Context: an optimization exercise on an open-source flow, tuned for small area and a short achievable clock period. The choices shown serve that exercise and are no tape-out recipe. Where RTL was checked, it was by simulation tests only, not by an equivalence proof against the original. Function not checked in run 2: the RTL went through the layout flow alone. Power figures rest on the tool's default switching activity, not on a simulated workload.

--- flow/run.sh ---
#!/bin/bash
# Own flow: the standard layout (standard.sh, with its unchanged synthesis),
# with two changes to how the layout is made:
#  - the resizer's setup repair aims at a slack margin below the clock period,
#    so that it works on paths well inside the period instead of stopping at it;
#  - the port buffers are plain buffers (buf_4) rather than the delay cell
#    buffer_ports picks by default.
# Each step's full output is in synth.log / layout.log here and in ORFS's own
# per-step logs under orfs/logs.
set -euo pipefail
MARGIN=8
bash standard.sh synth > synth.log 2>&1
bash standard.sh SETUP_SLACK_MARGIN=$MARGIN "BUFFER_PORTS_ARGS=-buffer_cell sky130_fd_sc_hd__buf_4" finish > layout.log 2>&1
--- design.v ---
module MIPS(
	input cclk,
	input reset,
	input [31:0] imem_data,
	output [31:0] imem_addr,
	output [31:0] result
    );
	reg  [31:0] pc;
	reg  [31:0] ifid_pc4;           
	reg  [31:0] ifid_inst;          
	reg  [31:0] preA, preB;         
	reg         a_ex, a_mem, a_rf;
	reg         b_ex, b_mem, b_rf, b_imm;
	reg         s_ex, s_mem, s_rf;
	reg         d_R, d_lw, d_sw, d_beq, d_jal, d_jr;    
	reg         k_add, k_sub, k_slt, k_or, k_and;       
	reg         lu_q;               
	reg  [31:0] res_q;              
	reg  [31:0] ex_sdata;           
	reg  [4:0]  ex_dst;             
	reg  [4:0]  ex_rt;              
	reg         ex_rw, ex_m2r, ex_mr, ex_mw, ex_jal;
	reg  [31:0] mem_wd;             
	reg  [4:0]  mem_dst;            
	reg         mem_rw;             
	reg  [31:0] pre31;              
	reg         z;                  
	wire [1023:0] rf_all;           
	wire [1023:0] dm_all;           
	wire [4:0]  rs  = ifid_inst[25:21];
	wire [4:0]  rt  = ifid_inst[20:16];
	wire [4:0]  rd  = ifid_inst[15:11];
	wire [15:0] imm = ifid_inst[15:0];
	wire [31:0] sext = {{16{imm[15]}}, imm};
	wire if_flush = d_beq | d_jal;
	wire hz       = lu_q | if_flush;
	wire [31:0] opA  = ({32{a_ex}} & res_q) | ({32{a_mem}} & mem_wd) | ({32{a_rf}} & preA);
	wire [31:0] opB  = ({32{b_ex}} & res_q) | ({32{b_mem}} & mem_wd) | ({32{b_rf}} & preB) |
	                   ({32{b_imm}} & sext);
	wire [31:0] opS  = ({32{s_ex}} & res_q) | ({32{s_mem}} & mem_wd) | ({32{s_rf}} & preB);
	wire [31:0] sum  = opA + opB;
	wire [32:0] dif  = {1'b0, opA} - {1'b0, opB};
	wire        ltu  = dif[32];
	wire        live  = ~hz;
	wire [31:0] res_n = ({32{k_add & live}} & sum) |
	                    ({32{k_sub & live}} & dif[31:0]) |
	                    ({32{k_slt & live}} & {31'd0, ltu}) |
	                    ({32{k_or  & live}} & (opA | opB)) |
	                    ({32{k_and & live}} & (opA & opB));
	wire [31:0] r31    = pre31;
	wire        same   = (preA == preB);
	wire [31:0] pc4    = pc + 32'd4;
	wire [31:0] beq_pc = ifid_pc4 + {sext[29:0], 2'b00};
	wire [31:0] jal_pc = {2'b00, ifid_pc4[31:28], ifid_inst[23:0], 2'b00};
	wire [31:0] pc_nx  = d_jal ? jal_pc :
	                     d_jr  ? r31 :
	                     (d_beq & same) ? beq_pc : pc4;
	wire        ex_rw_n  = ~hz & (d_R | d_lw | d_jr);
	wire [4:0]  ex_dst_n = (~hz & d_R) ? rd : rt;
	reg  [31:0] dsel;
	function [31:0] dm_read(input [31:0] sel, input [1023:0] w);
		reg [31:0] r;
		integer i;
		begin
			r = 32'd0;
			for (i = 0; i < 32; i = i + 1)
				r = r | ({32{sel[i]}} & w[32*i +: 32]);
			dm_read = r;
		end
	endfunction
	wire [31:0] mrd    = dm_read(dsel, dm_all);
	wire        w_jal  = ex_jal & ~z;
	wire        w_m2r  = ex_m2r & ~ex_jal & ~z;
	wire        w_alu  = ~ex_m2r & ~ex_jal & ~z;
	wire [31:0] wd_n   = ({32{w_jal}} & ex_sdata) | ({32{w_m2r}} & mrd) | ({32{w_alu}} & res_q);
	wire [4:0]  mdst_n = ex_jal ? 5'd31 : ex_dst;
	wire [31:0] wen    = {32{mem_rw}} & (32'd1 << mdst_n);
	wire        go     = ~hz;                     
	wire        keep   = lu_q & ~if_flush;        
	wire [31:0] inst_n = if_flush ? 32'd0 : lu_q ? ifid_inst : imem_data;
	wire [4:0]  irs    = imem_data[25:21];
	wire [4:0]  irt    = imem_data[20:16];
	wire [5:0]  iop    = imem_data[31:26];
	wire [5:0]  ifn    = imem_data[5:0];
	function [31:0] rf_init(input [4:0] a);
		case (a)
			5'd2: rf_init = 32'd8;
			5'd4: rf_init = 32'd9;
			5'd5: rf_init = 32'd8;
			5'd6: rf_init = 32'd7;
			5'd7: rf_init = 32'd6;
			default: rf_init = 32'd0;
		endcase
	endfunction
	function [31:0] rf_read2(input [7:0] lo, input [3:0] hi, input [1023:0] w);
		reg [31:0] r, b;
		integer i, j;
		begin
			r = 32'd0;
			for (j = 0; j < 4; j = j + 1) begin
				b = 32'd0;
				for (i = 0; i < 8; i = i + 1)
					b = b | ({32{lo[i]}} & w[32*(8*j+i) +: 32]);
				r = r | ({32{hi[j]}} & b);
			end
			rf_read2 = r;
		end
	endfunction
	wire        gz     = go & ~z;
	wire        kz     = keep & ~z;
	wire [7:0]  loA    = ({8{gz}} & (8'd1 << irs[2:0])) | ({8{kz}} & (8'd1 << rs[2:0])) |
	                     {7'd0, if_flush & ~z};
	wire [3:0]  hiA    = ({4{gz}} & (4'd1 << irs[4:3])) | ({4{kz}} & (4'd1 << rs[4:3])) |
	                     {3'd0, if_flush & ~z};
	wire [7:0]  loB    = ({8{gz}} & (8'd1 << irt[2:0])) | ({8{kz}} & (8'd1 << rt[2:0])) |
	                     {7'd0, if_flush & ~z};
	wire [3:0]  hiB    = ({4{gz}} & (4'd1 << irt[4:3])) | ({4{kz}} & (4'd1 << rt[4:3])) |
	                     {3'd0, if_flush & ~z};
	wire [3:0]  iniA   = {4{z}} & rf_init(irs);
	wire [3:0]  iniB   = {4{z}} & rf_init(irt);
	wire [31:0] preA_n = rf_read2(loA, hiA, rf_all) | {28'd0, iniA};
	wire [31:0] preB_n = rf_read2(loB, hiB, rf_all) | {28'd0, iniB};
	wire        ex_nz    = (ex_dst_n != 5'd0);
	wire        mem_nz   = ex_rw & (mdst_n != 5'd0);
	wire        fa_ex_i  = ex_rw_n & ex_nz & (ex_dst_n == irs);
	wire        fb_ex_i  = ex_rw_n & ex_nz & (ex_dst_n == irt);
	wire        fa_mem_i = mem_nz & (mdst_n == irs);
	wire        fb_mem_i = mem_nz & (mdst_n == irt);
	wire        fa_mem_k = mem_nz & (mdst_n == rs);
	wire        fb_mem_k = mem_nz & (mdst_n == rt);
	wire        fa_ex_n  = go & fa_ex_i;
	wire        fb_ex_n  = go & fb_ex_i;
	wire        fa_mem_n = (go & ~fa_ex_i & fa_mem_i) | (keep & fa_mem_k);
	wire        fb_mem_n = (go & ~fb_ex_i & fb_mem_i) | (keep & fb_mem_k);
	wire        n_R    = go ? (iop == 6'b000000) : keep ? d_R   : 1'b1;
	wire        n_lw   = go ? (iop == 6'b100011) : keep & d_lw;
	wire        n_sw   = go ? (iop == 6'b101011) : keep & d_sw;
	wire        n_beq  = go ? (iop == 6'b000100) : keep & d_beq;
	wire        n_jal  = go ? (iop == 6'b000011) : keep & d_jal;
	wire        n_jr   = go ? (iop == 6'b001100) : keep & d_jr;
	wire [3:0]  nfn    = go ? ifn[3:0] : keep ? imm[3:0] : 4'd0;
	wire        nf_add = (nfn == 4'b0000);
	wire        nf_sub = (nfn == 4'b0010);
	wire        nf_or  = (nfn == 4'b0101);
	wire        nf_slt = (nfn == 4'b1010);
	wire        n_imm  = n_lw | n_sw;
	wire        lu_n   = go & d_lw & ((irs == rt) | (irt == rt));
	always @(posedge cclk or posedge reset) begin
		if (reset) pc <= 32'd0;
		else pc <= pc_nx;
	end
	always @(posedge cclk or posedge reset) begin
		if (reset) ifid_inst[15:11] <= 5'd0;
		else ifid_inst[15:11] <= inst_n[15:11];
	end
	always @(posedge cclk) begin
		ifid_inst[31:16] <= inst_n[31:16];
		ifid_inst[10:0]  <= inst_n[10:0];
	end
	always @(posedge cclk or posedge reset) begin
		if (reset) begin
			d_R    <= 1'b1;
			d_lw   <= 1'b0;
			d_sw   <= 1'b0;
			d_beq  <= 1'b0;
			d_jal  <= 1'b0;
			d_jr   <= 1'b0;
			k_add  <= 1'b1;
			k_sub  <= 1'b0;
			k_slt  <= 1'b0;
			k_or   <= 1'b0;
			k_and  <= 1'b0;
			lu_q   <= 1'b0;
			a_ex   <= 1'b0;
			a_mem  <= 1'b0;
			a_rf   <= 1'b0;
			b_ex   <= 1'b0;
			b_mem  <= 1'b0;
			b_rf   <= 1'b0;
			b_imm  <= 1'b0;
			s_ex   <= 1'b0;
			s_mem  <= 1'b0;
			s_rf   <= 1'b0;
		end else begin
			d_R    <= n_R;
			d_lw   <= n_lw;
			d_sw   <= n_sw;
			d_beq  <= n_beq;
			d_jal  <= n_jal;
			d_jr   <= n_jr;
			k_add  <= ~n_R | nf_add;
			k_sub  <= n_R & nf_sub;
			k_slt  <= n_R & nf_slt;
			k_or   <= n_R & nf_or;
			k_and  <= n_R & ~(nf_add | nf_sub | nf_or | nf_slt);
			lu_q   <= lu_n;
			a_ex   <= fa_ex_n;
			a_mem  <= fa_mem_n;
			a_rf   <= ~fa_ex_n & ~fa_mem_n;
			b_ex   <= ~n_imm & fb_ex_n;
			b_mem  <= ~n_imm & fb_mem_n;
			b_rf   <= ~n_imm & ~fb_ex_n & ~fb_mem_n;
			b_imm  <= n_imm;
			s_ex   <= fb_ex_n;
			s_mem  <= fb_mem_n;
			s_rf   <= ~fb_ex_n & ~fb_mem_n;
		end
	end
	always @(posedge cclk) begin
		preA     <= preA_n;
		preB     <= preB_n;
		ifid_pc4 <= pc4;
	end
	always @(posedge cclk or posedge reset) begin
		if (reset) begin
			res_q  <= 32'd0;
			ex_rw  <= 1'b0;
			ex_m2r <= 1'b0;
			ex_mr  <= 1'b0;
			ex_mw  <= 1'b0;
			ex_jal <= 1'b0;
		end else begin
			res_q  <= res_n;
			ex_rw  <= ex_rw_n;
			ex_m2r <= ~hz & (d_lw | d_jr);
			ex_mr  <= ~hz & d_lw;
			ex_mw  <= ~hz & d_sw;
			ex_jal <= d_jal;
		end
	end
	always @(posedge cclk) begin
		ex_sdata <= d_jal ? ifid_pc4 : opS;
		dsel     <= 32'd1 << sum[4:0];
		ex_dst   <= ex_dst_n;
		ex_rt    <= rt;
	end
	genvar g;
	generate
		for (g = 0; g < 32; g = g + 1) begin : DM
			reg [31:0] w;
			wire        de = z | (ex_mw & dsel[g]);
			wire [31:0] dd = z ? ((g == 12) ? 32'd30 : 32'd0) : ex_sdata;
			always @(posedge cclk) begin
				if (de) w <= dd;
			end
			assign dm_all[32*g +: 32] = w;
		end
	endgenerate
	always @(posedge cclk) begin
		mem_wd  <= wd_n;
		mem_dst <= mdst_n;
	end
	always @(posedge cclk or posedge reset) begin
		if (reset) begin
			mem_rw <= 1'b0;
		end else begin
			mem_rw <= ex_rw;
		end
	end
	always @(posedge cclk) begin
		pre31 <= {32{~z}} & rf_all[32*31 +: 32];
	end
	always @(posedge cclk or posedge reset) begin
		if (reset) z <= 1'b1;
		else z <= 1'b0;
	end
	generate
		for (g = 0; g < 32; g = g + 1) begin : RF
			reg [31:0] w;
			wire        de = z | wen[g];
			wire [31:0] dd = wd_n | ({32{z}} & rf_init(g));
			always @(posedge cclk) begin
				if (de) w <= dd;
			end
			assign rf_all[32*g +: 32] = w;
		end
	endgenerate
	assign imem_addr = pc;
	assign result    = res_q;
endmodule
--- standard.sh ---
#!/bin/bash
# synth_recipe.tcl (not shown) runs the flow's synth.tcl, then flattens the netlist and writes it again
# the make line also repeats each setting of config.mk as NAME=value (left out here)
make -C /OpenROAD-flow-scripts/flow DESIGN_CONFIG=/design/flow/config.mk WORK_HOME=/design/flow/orfs CLKGATE_MAP_FILE= SYNTH_SCRIPT=/design/flow/synth_recipe.tcl "${@:-finish}"
--- config.mk ---
export PLATFORM = sky130hd
export DESIGN_NAME = MIPS
export DESIGN_NICKNAME = MIPS
export VERILOG_FILES = /design/flow/design.v
export SDC_FILE = /design/flow/constraint.sdc
export NUM_CORES = 8
export LEC_CHECK = 0
export CAP_MARGIN = 20
export CELL_PAD_IN_SITES_DETAIL_PLACEMENT = 1
export CORE_MARGIN = 2
export CORE_UTILIZATION = 35
export CTS_CLUSTER_DIAMETER = 75
export CTS_CLUSTER_SIZE = 28
export PLACE_DENSITY = 0.45
export SLEW_MARGIN = 20
--- constraint.sdc ---
create_clock -name core_clock -period 12.0 [get_ports {cclk}]
set_input_delay 2.4000 -clock core_clock [delete_from_list [all_inputs] [get_ports {cclk}]]
set_output_delay 2.4000 -clock core_clock [all_outputs]
set_load 0.01 [all_outputs]
==> impl_table.tex, run 1 <==
\begin{tabular}{lr}
\hline
Metric & Value \\
\hline
\multicolumn{2}{l}{\textbf{Synthesis}} \\
Sequential-to-total area share from yosys stat & between 60\% and 70\% \\
Mean area per synthesized cell & between 10 and 15 sq um \\
Ys flop type & sky130\_fd\_sc\_hd\_\_edfxtp\_1 \\
Synth warn & 1 \\
Synthesized cell area & around 100,000 sq um \\
Share of Yosys cell area claimed by the top area cell type & 62.3\% \\
Flip-flop and latch count after synthesis & around 2,400 \\
Most repeated cell in the gate-level netlist after synthesis & sky130\_fd\_sc\_hd\_\_edfxtp\_1 \\
Share of synthesized flip-flops with an asynchronous set or reset & around 4.1\% \\
Gate Count Post-Synth & about 6,900 \\
Most frequent cells after synthesis & sky130\_fd\_sc\_hd\_\_edfxtp\_1, sky130\_fd\_sc\_hd\_\_a22oi\_1, sky130\_fd\_sc\_hd\_\_a21oi\_1, sky130\_fd\_sc\_hd\_\_clkbuf\_1, sky130\_fd\_sc\_hd\_\_a222oi\_1 \\
Syn\_nets & around 7,100 \\
Cell type with the highest aggregate area in the netlist & sky130\_fd\_sc\_hd\_\_edfxtp\_1 \\
EDFF count, synth & just over 2,000 \\
Main area contributors after synthesis & sky130\_fd\_sc\_hd\_\_edfxtp\_1, sky130\_fd\_sc\_hd\_\_a22oi\_1, sky130\_fd\_sc\_hd\_\_dfxtp\_1, sky130\_fd\_sc\_hd\_\_a222oi\_1, sky130\_fd\_sc\_hd\_\_dfrtp\_1 \\
Number of distinct standard cells referenced by the synthesized netlist & 90 \\
\multicolumn{2}{l}{\textbf{Routing}} \\
Post-DR vias/cell & approximately 6.6 \\
First-pass DRT Iterations & 10 \\
Final Routed Wirelength & 444 mm \\
Drt wl/cell & approximately 40 microns \\
Initial DRC Count & 9,982 \\
Via count & around 72,000 \\
Antenna-violating nets left & 0 \\
Detailed-route DRC error count & 0 \\
\multicolumn{2}{l}{\textbf{GRT}} \\
Total grt overflow & 0 \\
All-Layer GR Usage & between 20\% and 30\% \\
Vias in the first global route & around 71,000 \\
Global-route wire length before repair & just under 600 mm \\
Pin count of the biggest net entering global routing & approximately 130 \\
Initial antenna violation count & 17 \\
\multicolumn{2}{l}{\textbf{STA}} \\
Final Max Slew Viols & 0 \\
Fin Setup TNS & 0 ns \\
Final Hold Fails & 0 \\
Share of the clock period used by the worst path after layout & between 30 and 40\% \\
Final worst path period need & roughly 4.1 ns \\
Maximum operating frequency & between 200 and 250 MHz \\
Relative slew margins & between 20\% and 30\% \\
Post-route setup slack & approximately 7.9 ns \\
Hold slack final & 0.393 ns \\
Final setup fails & 0 \\
Slew @ Worst Pin & roughly 1.1 ns \\
Setup repair after global routing missed its margin & true \\
Clock Skews & 0.0513 ns \\
\multicolumn{2}{l}{\textbf{Worst setup path}} \\
Worst endpoint data arrival time & roughly 5 ns \\
CP endpoint kind & flip-flop \\
Class of the most critical setup path & flip-flop to flip-flop \\
Required time reported for the critical path endpoint & around 13 ns \\
Sort of element at the start of the critical path & flip-flop \\
Largest fanout of any net on the critical path & 5 \\
\multicolumn{2}{l}{\textbf{CTS}} \\
Clock Pin Slew Worst Setup and Hold Paths & approximately 0.090 ns \\
TritonCTS clock tree & done \\
Insertion delay of the later-clocked pin in the worst-skew pair & between 0.8 and 0.9 ns \\
Longest Clk Path Bufs & 4 \\
H-tree levels & 4 \\
Clock buffers created by TritonCTS & around 160 \\
Clk sinks & 2,395 \\
Root buf cell & sky130\_fd\_sc\_hd\_\_clkbuf\_16 \\
\multicolumn{2}{l}{\textbf{Place}} \\
Dpl ws & 5.88 ns \\
Port-buffer cells & slightly below 100 \\
Placed wire-length estimate after detailed placement & 237 mm \\
Routability cong. & just over 0.9 \\
\multicolumn{2}{l}{\textbf{Floorplanning}} \\
Core Area & around 280,000 sq um \\
Overall die area & about 290,000 sq um \\
Width of the die & between 500 and 600 microns \\
Vertical die dimension & 535 microns \\
Std cell rows & between 150 and 200 \\
Initial standard-cell utilization of the core & between 30\% and 40\% \\
Boundary Pins & 98 \\
\multicolumn{2}{l}{\textbf{Layout}} \\
Total area of multi-input combinational cells & approximately 29,000 sq um \\
Storage cell area & about 70,000 sq um \\
Number of filler instances in the final layout & approximately 28,000 \\
Final layout net count & roughly 7,100 \\
Proportion of layout cells with a drive suffix above 1 & $\sim$14\% \\
Synth-to-Final Area Change & 13.6\% \\
\multicolumn{2}{l}{\textbf{Power}} \\
Max IR drop VDD & around 0.16 mV \\
Cell area power density & about 170 nW/um\^{}2 \\
Proportion of total power due to net switching & between 30 and 40\% \\
Part of the power in registers & a little over half \\
Share of total power in combinational logic & 14.1\% \\
Leak Pwr & between 30 and 40 nW \\
Internal power contribution & between 0.01 and 0.015 W \\
Net switching component of the power & between 0.005 and 0.006 W \\
Portion of total power attributed to the clock network & between 30\% and 40\% \\
\multicolumn{2}{l}{\textbf{Worst hold path}} \\
Type of the worst min-delay path & flip-flop to flip-flop \\
\multicolumn{2}{l}{\textbf{Flow run}} \\
Number of maximum-capacitance violations & 0 \\
\multicolumn{2}{l}{\textbf{Run status}} \\
Result of the run & complete, no violations \\
\hline
\end{tabular}
-- stage by stage --
stage | instances | instance area (sq um) | power, W | util (%)
6_report | 10796 | 112000 | 0.0194 | 40.0
5_1_grt | 10792 | 112000 | 0.0199 | 40.0
4_1_cts | 10770 | 111000 | 0.0194 | 39.8
3_5_place_dp | 10428 | 104000 | 0.0132 | 37.3
3_3_place_gp | 10428 | 104000 | 0.0131 | 37.3
2_1_floorplan | 6938 | 98800 | 0.0117 | -
-- what timing repair did --
| item | in CTS | in global routing |
|---|---|---|
| endpoints found under the setup margin | 138 | 55 |
| gates resized for setup | 167 | 50 |
| buffers inserted | 63 | 9 |
| pin swaps | 31 | 13 |
| hold endpoints to repair | 0 | 0 |
| hold buffers | 0 | 0 |
| cloned | 8 | 10 |
-- per-layer routing --
layer / vias to the layer above / share of wire (%) / global-route usage, %
li1: 28486 / - / -
met1: 38454 / 38 / 37.9
met2: 3862 / 48 / 50.4
met3: 915 / 7.5 / 3.53
met4: 2 / 5.6 / 13.4
met5: - / 0.0029 / 0
-- cells by family after synthesis --
kind of cell	synth area share, %
AO/OA/AOI/OAI	18.5
other	0.00380
adder cells (fa/ha/maj)	1.66
AND/OR/NAND/NOR	6.02
XOR/XNOR	1.07
flip-flops	69.9
buffers and inverters	2.55
multiplexers	0.320
-- final cells by class --
class                      instances  area share [%]
sequential                      2395            61.7
clock buffer                     163            3.57
clock inverter                   108            1.41
inverter                         136           0.460
timing repair buffer             375            3.24
antenna                            7          0.0156
multi-input combinational       3888            25.5
tap                             3724            4.16
-- power by group through the flow --
stage          clock [W]  sequential (W)  combinational [W]
2_1_floorplan          0          0.0103            0.00137
3_3_place_gp           0          0.0106            0.00247
3_5_place_dp           0          0.0107            0.00250
4_1_cts          0.00626          0.0105            0.00264
5_1_grt          0.00652          0.0105            0.00286
6_report         0.00620          0.0105            0.00273
-- worst max-delay path, stage by stage, from the launching register on --
cell                       delay, ns
sky130_fd_sc_hd__dfrtp_2        0.56
sky130_fd_sc_hd__a222oi_1       0.36
sky130_fd_sc_hd__buf_4          0.18
sky130_fd_sc_hd__inv_1          0.04
sky130_fd_sc_hd__ha_2           0.20
sky130_fd_sc_hd__inv_1          0.07
sky130_fd_sc_hd__fa_2           0.25
sky130_fd_sc_hd__nor2b_4        0.06
sky130_fd_sc_hd__o31ai_4        0.20
sky130_fd_sc_hd__nand3b_1       0.16
sky130_fd_sc_hd__a21bo_2        0.28
sky130_fd_sc_hd__a31o_4         0.28
sky130_fd_sc_hd__a311o_2        0.40
sky130_fd_sc_hd__a41oi_4        0.27
sky130_fd_sc_hd__nor2_1         0.08
sky130_fd_sc_hd__a211o_1        0.28
sky130_fd_sc_hd__a221o_1        0.32
-- final timing paths --
kind,from,end,slack (ns),cells past startpoint
min reg2reg,ex_rw$_DFF_PP0_,mem_rw$_DFF_PP0_,0.39,0
min in group asynchronous,reset,pc[4]$_DFF_PP0_,1.56,2
max in group asynchronous,reset,res_q[30]$_DFF_PP0_,8.63,4
min,ex_rw$_DFF_PP0_,mem_rw$_DFF_PP0_,0.39,0
max,res_q[0]$_DFF_PP0_,res_q[26]$_DFF_PP0_,7.85,16
max reg2reg,res_q[0]$_DFF_PP0_,res_q[26]$_DFF_PP0_,7.85,16
-- registers in the layout, indices dropped and copies added (netlist names), 5 cells and up --
signal / flops
pc: 32
res_q: 32
ifid_pc4: 32
DM.w: 1024
ex_sdata: 32
preA: 32
rd: 5
ex_dst: 5
mem_wd: 32
ifid_inst: 21
dsel: 32
preB: 32
RF.w: 1024
pre31: 32
-- cell usage in the layout (no fill, tap or decap), drive strengths merged, types with 79 or more instances in the layout --
| cell type | count |
|---|---|
| edfxtp | 2048 |
| a22oi | 794 |
| a21oi | 423 |
| buf | 361 |
| a222oi | 318 |
| nor2 | 285 |
| nand3 | 277 |
| dfxtp | 250 |
| nand2 | 208 |
| inv | 185 |
| clkbuf | 171 |
| a22o | 156 |
| a221oi | 151 |
| nand4 | 127 |
| ha | 126 |
| nor2b | 105 |
| o21ai | 96 |
| dfrtp | 94 |
| a21o | 91 |
| o221ai | 79 |
==> run 2: changes to the inputs <==
--- a/design.v
+++ b/design.v
@@ -24,7 +24,8 @@
 	reg  [4:0]  mem_dst;            
 	reg         mem_rw;             
 	reg  [31:0] pre31;              
-	reg         z;                  
+	reg  [31:0] rf_v;               
+	reg  [31:0] dm_v;               
 	wire [1023:0] rf_all;           
 	wire [1023:0] dm_all;           
 	wire [4:0]  rs  = ifid_inst[25:21];
@@ -68,10 +69,11 @@
 			dm_read = r;
 		end
 	endfunction
-	wire [31:0] mrd    = dm_read(dsel, dm_all);
-	wire        w_jal  = ex_jal & ~z;
-	wire        w_m2r  = ex_m2r & ~ex_jal & ~z;
-	wire        w_alu  = ~ex_m2r & ~ex_jal & ~z;
+	wire        dm_vs  = |(dsel & dm_v);
+	wire [31:0] mrd    = ({32{dm_vs}} & dm_read(dsel, dm_all)) | ({32{dsel[12] & ~dm_v[12]}} & 32'd30);
+	wire        w_jal  = ex_jal;
+	wire        w_m2r  = ex_m2r & ~ex_jal;
+	wire        w_alu  = ~ex_m2r & ~ex_jal;
 	wire [31:0] wd_n   = ({32{w_jal}} & ex_sdata) | ({32{w_m2r}} & mrd) | ({32{w_alu}} & res_q);
 	wire [4:0]  mdst_n = ex_jal ? 5'd31 : ex_dst;
 	wire [31:0] wen    = {32{mem_rw}} & (32'd1 << mdst_n);
@@ -106,20 +108,32 @@
 			rf_read2 = r;
 		end
 	endfunction
-	wire        gz     = go & ~z;
-	wire        kz     = keep & ~z;
-	wire [7:0]  loA    = ({8{gz}} & (8'd1 << irs[2:0])) | ({8{kz}} & (8'd1 << rs[2:0])) |
-	                     {7'd0, if_flush & ~z};
-	wire [3:0]  hiA    = ({4{gz}} & (4'd1 << irs[4:3])) | ({4{kz}} & (4'd1 << rs[4:3])) |
-	                     {3'd0, if_flush & ~z};
-	wire [7:0]  loB    = ({8{gz}} & (8'd1 << irt[2:0])) | ({8{kz}} & (8'd1 << rt[2:0])) |
-	                     {7'd0, if_flush & ~z};
-	wire [3:0]  hiB    = ({4{gz}} & (4'd1 << irt[4:3])) | ({4{kz}} & (4'd1 << rt[4:3])) |
-	                     {3'd0, if_flush & ~z};
-	wire [3:0]  iniA   = {4{z}} & rf_init(irs);
-	wire [3:0]  iniB   = {4{z}} & rf_init(irt);
-	wire [31:0] preA_n = rf_read2(loA, hiA, rf_all) | {28'd0, iniA};
-	wire [31:0] preB_n = rf_read2(loB, hiB, rf_all) | {28'd0, iniB};
+	wire [7:0]  loA    = ({8{go}} & (8'd1 << irs[2:0])) | ({8{keep}} & (8'd1 << rs[2:0])) |
+	                     {7'd0, if_flush};
+	wire [3:0]  hiA    = ({4{go}} & (4'd1 << irs[4:3])) | ({4{keep}} & (4'd1 << rs[4:3])) |
+	                     {3'd0, if_flush};
+	wire [7:0]  loB    = ({8{go}} & (8'd1 << irt[2:0])) | ({8{keep}} & (8'd1 << rt[2:0])) |
+	                     {7'd0, if_flush};
+	wire [3:0]  hiB    = ({4{go}} & (4'd1 << irt[4:3])) | ({4{keep}} & (4'd1 << rt[4:3])) |
+	                     {3'd0, if_flush};
+	function [4:0] rf_vi(input [7:0] lo, input [3:0] hi, input [31:0] v);
+		reg [3:0] ini;
+		reg       vs;
+		integer i;
+		begin
+			vs = 1'b0;
+			ini = 4'd0;
+			for (i = 0; i < 32; i = i + 1) begin
+				vs  = vs | (lo[i % 8] & hi[i / 8] & v[i]);
+				ini = ini | ({4{lo[i % 8] & hi[i / 8] & ~v[i]}} & rf_init(i[4:0]));
+			end
+			rf_vi = {ini, vs};
+		end
+	endfunction
+	wire [4:0]  viA    = rf_vi(loA, hiA, rf_v);
+	wire [4:0]  viB    = rf_vi(loB, hiB, rf_v);
+	wire [31:0] preA_n = ({32{viA[0]}} & rf_read2(loA, hiA, rf_all)) | {28'd0, viA[4:1]};
+	wire [31:0] preB_n = ({32{viB[0]}} & rf_read2(loB, hiB, rf_all)) | {28'd0, viB[4:1]};
 	wire        ex_nz    = (ex_dst_n != 5'd0);
 	wire        mem_nz   = ex_rw & (mdst_n != 5'd0);
 	wire        fa_ex_i  = ex_rw_n & ex_nz & (ex_dst_n == irs);
@@ -234,14 +248,16 @@
 		ex_dst   <= ex_dst_n;
 		ex_rt    <= rt;
 	end
+	always @(posedge cclk or posedge reset) begin
+		if (reset) dm_v <= 32'd0;
+		else if (ex_mw) dm_v <= dm_v | dsel;
+	end
 	genvar g;
 	generate
 		for (g = 0; g < 32; g = g + 1) begin : DM
 			reg [31:0] w;
-			wire        de = z | (ex_mw & dsel[g]);
-			wire [31:0] dd = z ? ((g == 12) ? 32'd30 : 32'd0) : ex_sdata;
 			always @(posedge cclk) begin
-				if (de) w <= dd;
+				if (ex_mw & dsel[g]) w <= ex_sdata;
 			end
 			assign dm_all[32*g +: 32] = w;
 		end
@@ -258,19 +274,17 @@
 		end
 	end
 	always @(posedge cclk) begin
-		pre31 <= {32{~z}} & rf_all[32*31 +: 32];
-	end
-	always @(posedge cclk or posedge reset) begin
-		if (reset) z <= 1'b1;
-		else z <= 1'b0;
+		pre31 <= {32{rf_v[31]}} & rf_all[32*31 +: 32];
+	end
+	always @(posedge cclk or posedge reset) begin
+		if (reset) rf_v <= 32'd0;
+		else rf_v <= rf_v | wen;
 	end
 	generate
 		for (g = 0; g < 32; g = g + 1) begin : RF
 			reg [31:0] w;
-			wire        de = z | wen[g];
-			wire [31:0] dd = wd_n | ({32{z}} & rf_init(g));
 			always @(posedge cclk) begin
-				if (de) w <= dd;
+				if (wen[g]) w <= wd_n;
 			end
 			assign rf_all[32*g +: 32] = w;
 		end
--- a/config.mk
+++ b/config.mk
@@ -8,8 +8,8 @@
 export CAP_MARGIN = 20
 export CELL_PAD_IN_SITES_DETAIL_PLACEMENT = 1
 export CORE_MARGIN = 2
-export CORE_UTILIZATION = 35
-export CTS_CLUSTER_DIAMETER = 75
-export CTS_CLUSTER_SIZE = 28
-export PLACE_DENSITY = 0.45
+export CORE_UTILIZATION = 40
+export CTS_CLUSTER_DIAMETER = 80
+export CTS_CLUSTER_SIZE = 30
+export PLACE_DENSITY = 0.55
 export SLEW_MARGIN = 20
==> run 2 against run 1 <==
  * Still clean on timing, DRC and antenna
  * Critical path depth is 4 lower
  * Routed wire length is 2.2% higher
  * Synthesized cell count is 3.6% higher
  * First-iteration DRC count is 32% higher
  * Clock power is 18% lower
  * Critical endpoint is now preA[25]$_DFF_P_
  * Largest power group unchanged
==> impl_table.tex, run 2 <==
\begin{tabular}{lr}
\hline
Metric & Value \\
\hline
\multicolumn{2}{l}{\textbf{Layout}} \\
Commonest non-fill, non-tap cell in the layout & sky130\_fd\_sc\_hd\_\_edfxtp\_1 \\
Proportion of layout cells with a drive suffix above 1 & 15.8\% \\
Final layout net count & 7,410 \\
Total area of multi-input combinational cells & around 30,000 sq um \\
Storage cell area & 70,600 sq um \\
Number of filler instances in the final layout & roughly 25,000 \\
Largest registers & DM.w x1024, RF.w x1024 \\
Most frequent cells in the layout & sky130\_fd\_sc\_hd\_\_edfxtp\_1, sky130\_fd\_sc\_hd\_\_a22oi\_1, sky130\_fd\_sc\_hd\_\_buf\_4, sky130\_fd\_sc\_hd\_\_a222oi\_1, sky130\_fd\_sc\_hd\_\_nand2\_1 \\
Post-layout instance area & 114,000 sq um \\
Synth-to-Final Area Change & 13.1\% \\
\multicolumn{2}{l}{\textbf{Synthesis}} \\
Number of distinct standard cells referenced by the synthesized netlist & 83 \\
Ys flop type & sky130\_fd\_sc\_hd\_\_edfxtp\_1 \\
Most repeated cell in the gate-level netlist after synthesis & sky130\_fd\_sc\_hd\_\_edfxtp\_1 \\
Gate Count Post-Synth & between 7,000 and 8,000 \\
Mean area per synthesized cell & 14.1 sq um \\
Flip-flop and latch count after synthesis & around 2,500 \\
Share of Yosys cell area claimed by the top area cell type & 60.8\% \\
Cell type with the highest aggregate area in the netlist & sky130\_fd\_sc\_hd\_\_edfxtp\_1 \\
Synth warn & 1 \\
EDFF count, synth & $\sim$2,000 \\
Main area contributors after synthesis & sky130\_fd\_sc\_hd\_\_edfxtp\_1, sky130\_fd\_sc\_hd\_\_a22oi\_1, sky130\_fd\_sc\_hd\_\_dfxtp\_1, sky130\_fd\_sc\_hd\_\_dfrtp\_1, sky130\_fd\_sc\_hd\_\_a222oi\_1 \\
Most frequent cells after synthesis & sky130\_fd\_sc\_hd\_\_edfxtp\_1, sky130\_fd\_sc\_hd\_\_a22oi\_1, sky130\_fd\_sc\_hd\_\_clkbuf\_1, sky130\_fd\_sc\_hd\_\_nand2\_1, sky130\_fd\_sc\_hd\_\_a222oi\_1 \\
Synthesized cell area & around 100,000 sq um \\
Syn\_nets & 7,352 \\
Sequential-to-total area share from yosys stat & 69.7\% \\
Share of synthesized flip-flops with an asynchronous set or reset & about 6.5\% \\
\multicolumn{2}{l}{\textbf{CTS}} \\
Clock Pin Slew Worst Setup and Hold Paths & 0.11 ns \\
Clock buffers created by TritonCTS & 116 \\
Clk sinks & around 2,500 \\
Root buf cell & sky130\_fd\_sc\_hd\_\_clkbuf\_16 \\
H-tree levels & 3 \\
TritonCTS clock tree & done \\
Longest Clk Path Bufs & 3 \\
Insertion delay of the later-clocked pin in the worst-skew pair & about 0.87 ns \\
\multicolumn{2}{l}{\textbf{Power}} \\
Leak Pwr & 37.8 nW \\
Cell area power density & about 160 nW/um\^{}2 \\
Max IR drop VDD & 0.165 mV \\
\multicolumn{2}{l}{\textbf{Worst setup path}} \\
Class of the most critical setup path & primary input to flip-flop \\
Required time reported for the critical path endpoint & around 13 ns \\
CP endpoint kind & flip-flop \\
Worst endpoint data arrival time & $\sim$4.8 ns \\
Largest fanout of any net on the critical path & 9 \\
Sort of element at the start of the critical path & primary input \\
\multicolumn{2}{l}{\textbf{STA}} \\
Final worst path period need & between 4 and 5 ns \\
Relative slew margins & about 18\% \\
Share of the clock period used by the worst path after layout & roughly a third \\
Final Max Slew Viols & 0 \\
Final Hold Fails & 0 \\
Clock Skews & 0.0635 ns \\
Setup repair after global routing missed its margin & true \\
Maximum operating frequency & between 200 and 250 MHz \\
Slew @ Worst Pin & about 1.2 ns \\
Final setup fails & 0 \\
Fin Setup TNS & 0 ns \\
\multicolumn{2}{l}{\textbf{Routing}} \\
Post-DR vias/cell & a little over 7 \\
Final Routed Wirelength & between 400 and 500 mm \\
Initial DRC Count & 13,133 \\
Detailed-route DRC error count & 0 \\
First-pass DRT Iterations & 9 \\
Via count & approximately 77,000 \\
Antenna-violating nets left & 0 \\
Drt wl/cell & 42.3 microns \\
\multicolumn{2}{l}{\textbf{Floorplanning}} \\
Std cell rows & 184 \\
Core Area & about 250,000 sq um \\
Boundary Pins & just under 100 \\
Vertical die dimension & slightly above 500 microns \\
Width of the die & slightly above 500 microns \\
Overall die area & 257,000 sq um \\
Initial standard-cell utilization of the core & between 40\% and 50\% \\
\multicolumn{2}{l}{\textbf{Worst hold path}} \\
Type of the worst min-delay path & flip-flop to flip-flop \\
\multicolumn{2}{l}{\textbf{Place}} \\
Port-buffer cells & 97 \\
Placed wire-length estimate after detailed placement & 250 mm \\
Placement Cell Area & approximately 110,000 sq um \\
Routability cong. & approximately 0.94 \\
\multicolumn{2}{l}{\textbf{GRT}} \\
Global-route wire length before repair & 612 mm \\
Initial antenna violation count & 23 \\
All-Layer GR Usage & around a third \\
Vias in the first global route & $\sim$76,000 \\
Pin count of the biggest net entering global routing & between 70 and 80 \\
Total grt overflow & 0 \\
\multicolumn{2}{l}{\textbf{Run status}} \\
Result of the run & complete, no violations \\
\multicolumn{2}{l}{\textbf{Flow run}} \\
Number of maximum-capacitance violations & 0 \\
\hline
\end{tabular}
run 2: cells by family (layout without fill, tap and decap cells):
group	count (synthesis)	after routing	synth area share (%)
buf+inv	672	826	2.58
flops	2458	2458	69.7
other cells	0	17	0
mux	32	32	0.319
fa+ha+maj	129	129	1.62
simple gates	1365	1365	6.57
xor+xnor	119	119	1.03
compound gates	2414	2417	18.2
run 2: path summary, 6_finish.rpt:
kind / cells after the start / endpoint / from / slack [ns]
setup / recovery: 12 / preA[25]$_DFF_P_ / imem_data[22] / 7.90
hold / removal: 0 / mem_rw$_DFF_PP0_ / ex_rw$_DFF_PP0_ / 0.44
setup reg to reg: 18 / res_q[24]$_DFF_PP0_ / a_ex$_DFF_PP0_ / 7.95
hold reg to reg: 0 / mem_rw$_DFF_PP0_ / ex_rw$_DFF_PP0_ / 0.44
max in group asynchronous: 4 / a_mem$_DFF_PP0_ / reset / 8.47
min in group asynchronous: 2 / res_q[2]$_DFF_PP0_ / reset / 1.75
run 2: cell type report:
| class | count | share of cell area, % |
|---|---|---|
| multi-input cells | 4062 | 26.3 |
| well taps | 3348 | 3.66 |
| clock inverters | 77 | 0.822 |
| clock buffers | 140 | 2.73 |
| flip-flops and latches | 2458 | 61.7 |
| diodes | 17 | 0.0372 |
| inverters | 139 | 0.469 |
| repair buffers | 470 | 4.26 |
run 2: critical path, cell delays in order:
cell                        delay [ns]
sky130_fd_sc_hd__buf_6            0.16
sky130_fd_sc_hd__nor3_4           0.09
sky130_fd_sc_hd__o22a_4           0.29
sky130_fd_sc_hd__buf_4            0.16
sky130_fd_sc_hd__a222oi_1         0.35
sky130_fd_sc_hd__a21boi_1         0.27
sky130_fd_sc_hd__a31oi_1          0.16
sky130_fd_sc_hd__a2111oi_4        0.29
sky130_fd_sc_hd__buf_6            0.24
sky130_fd_sc_hd__buf_12           0.15
sky130_fd_sc_hd__buf_12           0.16
sky130_fd_sc_hd__nor2_4           0.05
run 2: repair_timing:
action                                  4_1_cts  5_1_grt
buffers inserted                             64       51
pin swaps                                    46       83
hold buffers                                  0        0
endpoints found under the setup margin      388       96
gates resized for setup                     221      163
cloned                                       21       10
run 2: stage by stage:
step | setup WS (ns) | hold slack, ns | utilization, % | total power, W | std cells
floorplan | 7.57 | 0.354 | - | 0.0116 | 7189
global placement | 5.66 | 0.414 | 42.5 | 0.0129 | 10330
detailed placement | 5.80 | 0.399 | 42.5 | 0.0129 | 10331
CTS | 7.93 | 0.433 | 44.9 | 0.0181 | 10633
global route | 7.85 | 0.431 | 45.5 | 0.0188 | 10696
finish | 7.90 | 0.436 | 45.5 | 0.0184 | 10711
run 2: report_power, final:
part	leakage (nW)	switching (W)	internal [W]
Clock	1.95	0.00305	0.00206
Combinational	12.9	0.00202	0.00110
Sequential	23.0	0.000471	0.00969
run 2: layer usage:
layer | GRT usage (%) | vias up | routed length [microns] | part of all wire (%)
li1 | - | 29415 | - | -
met1 | 41.7 | 39934 | 158000 | 35
met2 | 53.8 | 6057 | 205000 | 45
met3 | 6.97 | 1671 | 52100 | 11
met4 | 22.3 | 4 | 38500 | 8.5
met5 | 0 | - | 53 | 0.012

-- separate check: timing with driven ports --
How much do the figures lean on ideal ports? The routed layouts below were timed once more, with nothing changed but the port constraints. Step 1, drivers: a clkbuf_16 drives cclk and a buf_2 each remaining input, both assumed. Step 2 adds t to the input delays and takes it off the output delays; t is the mean of the earliest and latest rising clock arrival at the registers after step 1. Input paths then give back, and output paths get back, about the clock's delay inside the block. Three values: ideal, step 1, step 2; two values: the first two.
run	shift t [ns]	setup slack, ns	worst hold slack (ns)	worst setup path at the end	worst register clock-pin slew, ns
run 1	0.968	7.854 / 7.852 / 6.960	0.393 / 0.393 / 0.393	input to register	0.11 / 0.11
run 2	0.940	7.899 / 7.871 / 6.997	0.436 / 0.436 / 0.436	input to register	0.12 / 0.12
After both steps every run listed still meets setup and hold. The setup slack of run 2, which loses most, moves by -0.028 ns with the drivers and by -0.902 ns with both steps.
